Background: an optimization exercise with open tools, aiming at small area. Do not read the settings as production practice.
Function was checked by simulation only, so behaviour that the tests miss may differ from the original.
Power is estimated from default activity; no workload was simulated.

==> inputs of run A <==
Design router_top, start of the top module:
module router_top(clk,resetn,read_enb_0,read_enb_1,read_enb_2,d_in,pkt_valid,
		d_out_0,d_out_1,d_out_2,vld_out_0,vld_out_1,vld_out_2,
		error,busy);
	input clk,resetn,read_enb_0,read_enb_1,read_enb_2,pkt_valid;
	input [7:0]d_in;
	output vld_out_0,vld_out_1,vld_out_2,error,busy;
	output [7:0]d_out_0,d_out_1,d_out_2;
	wire [2:0]write_enb, write_enb_next;
	wire [7:0]d_out;
	router_register register(clk,resetn,pkt_valid,fifo_full,rst_int_reg,detect_add,ld_state,laf_state,
				lfd_state,parity_done,low_pkt_valid,error,d_out,d_in);
	router_syn syn(clk,resetn,d_in[1:0],write_enb_reg,detect_add,vld_out_0,vld_out_1,vld_out_2,read_enb_0,read_enb_1,read_enb_2,
			write_enb,fifo_full,empty_0,empty_1,empty_2,soft_reset_0,soft_reset_1,soft_reset_2,full_0,full_1,full_2,write_enb_reg_next,write_enb_next);
	router_fsm fsm(clk,resetn,pkt_valid,d_in[1:0],fifo_full,empty_0,empty_1,empty_2,soft_reset_0,soft_reset_1,soft_reset_2,
			parity_done,low_pkt_valid,write_enb_reg,detect_add,ld_state,laf_state,lfd_state,full_state,rst_int_reg,busy,write_enb_reg_next);
	router_fifo fifo_0(clk,resetn,soft_reset_0,write_enb_next[0],read_enb_0,d_out,empty_0,d_out_0,full_0);
  ...
==> module router_fifo, before the edit <==
module router_fifo(clk,resetn,soft_reset,write_enb_next,read_enb,d_in,empty,d_out,full);
	input clk,resetn,soft_reset,read_enb,write_enb_next;
	input [7:0]d_in;
	output empty,full;
	output reg [7:0]d_out;
	reg [4:0]count;
	reg wr_q, wr_n;
	reg [7:0] mem [15:0];
	integer i;
	assign full  = count[4];
	assign empty = (count==5'd0);
	wire rd = read_enb && !empty;
	wire [3:0] head = count[3:0]-4'd1;
	wire inc = wr_q && !rd, dec = rd && !wr_q;
	wire [4:0] tog;
	assign tog[0] = inc || dec;
	assign tog[1] = (inc && count[0]) || (dec && !count[0]);
	assign tog[2] = (inc && &count[1:0]) || (dec && !(|count[1:0]));
	assign tog[3] = (inc && &count[2:0]) || (dec && !(|count[2:0]));
	assign tog[4] = (inc && &count[3:0]) || (dec && !(|count[3:0]));
	wire [4:0] count_next = (!resetn || soft_reset) ? 5'd0 : count^tog;
	wire wr_next = write_enb_next && !count_next[4];
	always@(posedge clk)
		begin
			mem[0]<=({8{wr_q}}&d_in)|({8{wr_n}}&mem[0]);
			for(i=1;i<16;i=i+1)
				mem[i]<=({8{wr_q}}&mem[i-1])|({8{wr_n}}&mem[i]);
		end
	always@(posedge clk)
		begin
			count<=count_next;
			wr_q<=wr_next;
			wr_n<=!wr_next;
			d_out<=(resetn && !soft_reset && rd) ? mem[head] : 8'b0;
		end
endmodule
export LEC_CHECK = 0
export CAP_MARGIN = 20
export CORE_MARGIN = 2
export CORE_UTILIZATION = 70
export PLACE_DENSITY = 0.8
export SLEW_MARGIN = 20
create_clock -name core_clock -period 5.0 [get_ports {clk}]
standard.sh (not shown) runs the stock make flow with config.mk's settings and CLKGATE_MAP_FILE= SYNTH_SCRIPT=/design/flow/synth_recipe.tcl, a recipe that flattens the netlist after the stock synthesis.
==> flow/flow/run.sh <==
#!/bin/bash
# Standard ORFS layout (the standard.sh) with three changes:
#  - synthesis is the standard synthesis script, with only the ABC
#    technology-mapping script replaced by an area-oriented one (registers,
#    their names and cell types are untouched: ABC maps combinational logic);
#  - clock tree synthesis without dummy loads;
#  - the port buffers use the smallest buffer cell.
set -euo pipefail
WORK=$(pwd)
FLOWDIR=$WORK/flow
cat > $WORK/my_synth.tcl <<EOT
proc abc {args} {
  set i [lsearch \$args -script]
  if {\$i >= 0} { lset args [expr {\$i+1}] $FLOWDIR/abc_area.script }
  yosys abc {*}\$args
}
source $WORK/synth_recipe.tcl
EOT
bash $WORK/standard.sh SYNTH_SCRIPT=$WORK/my_synth.tcl \
  "CTS_ARGS=-sink_clustering_enable -repair_clock_nets -dont_use_dummy_load -sink_clustering_size 16 -sink_clustering_max_diameter 60 -buf_list sky130_fd_sc_hd__clkbuf_8" \
  "BUFFER_PORTS_ARGS=-buffer_cell sky130_fd_sc_hd__buf_1" \
  finish > $WORK/standard_flow.log 2>&1
==> flow/flow/abc_area.script <==
strash
dch -f
map -a
mfs2 -a
&get -n
&st
&dch -f
&nf -a -R 1000
&put
topo
==> inputs of run P, as changes to run A <==
--- a/flow/design.v
+++ b/flow/design.v
@@ -3,7 +3,7 @@
 	input [7:0]d_in;
 	output empty,full;
-	output reg [7:0]d_out;
+	output [7:0]d_out;
 	reg [4:0]count;
-	reg wr_q, wr_n;
+	reg rd_q, wr_q, wr_n;
 	reg [7:0] mem [15:0];
 	integer i;
@@ -11,5 +11,4 @@
 	assign empty = (count==5'd0);
 	wire rd = read_enb && !empty;
-	wire [3:0] head = count[3:0]-4'd1;
 	wire inc = wr_q && !rd, dec = rd && !wr_q;
 	wire [4:0] tog;
@@ -32,6 +31,7 @@
 			wr_q<=wr_next;
 			wr_n<=!wr_next;
-			d_out<=(resetn && !soft_reset && rd) ? mem[head] : 8'b0;
-		end
+			rd_q<=resetn && !soft_reset && rd;
+		end
+	assign d_out = rd_q ? mem[count[3:0]] : 8'b0;
 endmodule
 module router_fsm(clk,resetn,pkt_valid,d_in,fifo_full,empty_0,empty_1,
--- a/flow/flow/run.sh
+++ b/flow/flow/run.sh
@@ -18,5 +18,5 @@
 EOT
 bash $WORK/standard.sh SYNTH_SCRIPT=$WORK/my_synth.tcl \
-  "CTS_ARGS=-sink_clustering_enable -repair_clock_nets -dont_use_dummy_load -sink_clustering_size 16 -sink_clustering_max_diameter 60 -buf_list sky130_fd_sc_hd__clkbuf_8" \
+  "CTS_ARGS=-sink_clustering_enable -repair_clock_nets -dont_use_dummy_load -sink_clustering_size 20 -sink_clustering_max_diameter 60 -buf_list sky130_fd_sc_hd__clkbuf_8" \
   "BUFFER_PORTS_ARGS=-buffer_cell sky130_fd_sc_hd__buf_1" \
   finish > $WORK/standard_flow.log 2>&1
Settings changed: CORE_UTILIZATION 70 to 80, PLACE_DENSITY 0.8 to 0.86.
==> summary of the runs <==
- Against run A, the core utilization of run P is higher by 11 points.
- Against run A, the global-route usage of run P is higher by 3.7 points.
- Clock power: run A is higher than run P (16%).
- Of run A and run P, run A has the higher sequential cell count (gap 21).
- Sequential share of layout area: run A is higher than run P (0.23 points).
- Of run P and run A, run A has the higher design area (gap 3.9%, measured against run A).
- Against run A, the non-clock buffer count of run P is lower by 4.
- Against run A, the first-iteration DRC count of run P is lower by 6.6%.
- Against run P, the register-to-register slack of run A is better by 0.50 ns.

-- re-timing with driven ports --
The flow's constraints put no driver on any port. The routed layouts listed below were extracted and timed again, unchanged, in two steps. Step 1 (the two cells are an assumption about what drives the block):
set clk [get_ports {clk}]
set_driving_cell -lib_cell sky130_fd_sc_hd__clkbuf_16 $clk
set_driving_cell -lib_cell sky130_fd_sc_hd__buf_2 [delete_from_list [all_inputs] $clk]
Step 2 moves the port delays by t, midway between the first and last clock arrival at a register: inputs arrive t later, outputs are due t later. That takes back most of the time a late clock gives input paths. Slacks: ideal ports / drivers / drivers and shift; pairs: ideal ports / drivers.
run	shift t [ns]	setup slack, ns	clock arrival spread, ns
run A	0.585	1.987 / 1.942 / 1.879	0.031 / 0.031
run P	0.621	0.770 / 0.722 / 1.343	0.060 / 0.060
After both steps every run listed still meets setup and hold. For run A, which loses most, drivers alone change the setup slack by -0.045 ns; drivers and shift together by -0.108 ns.
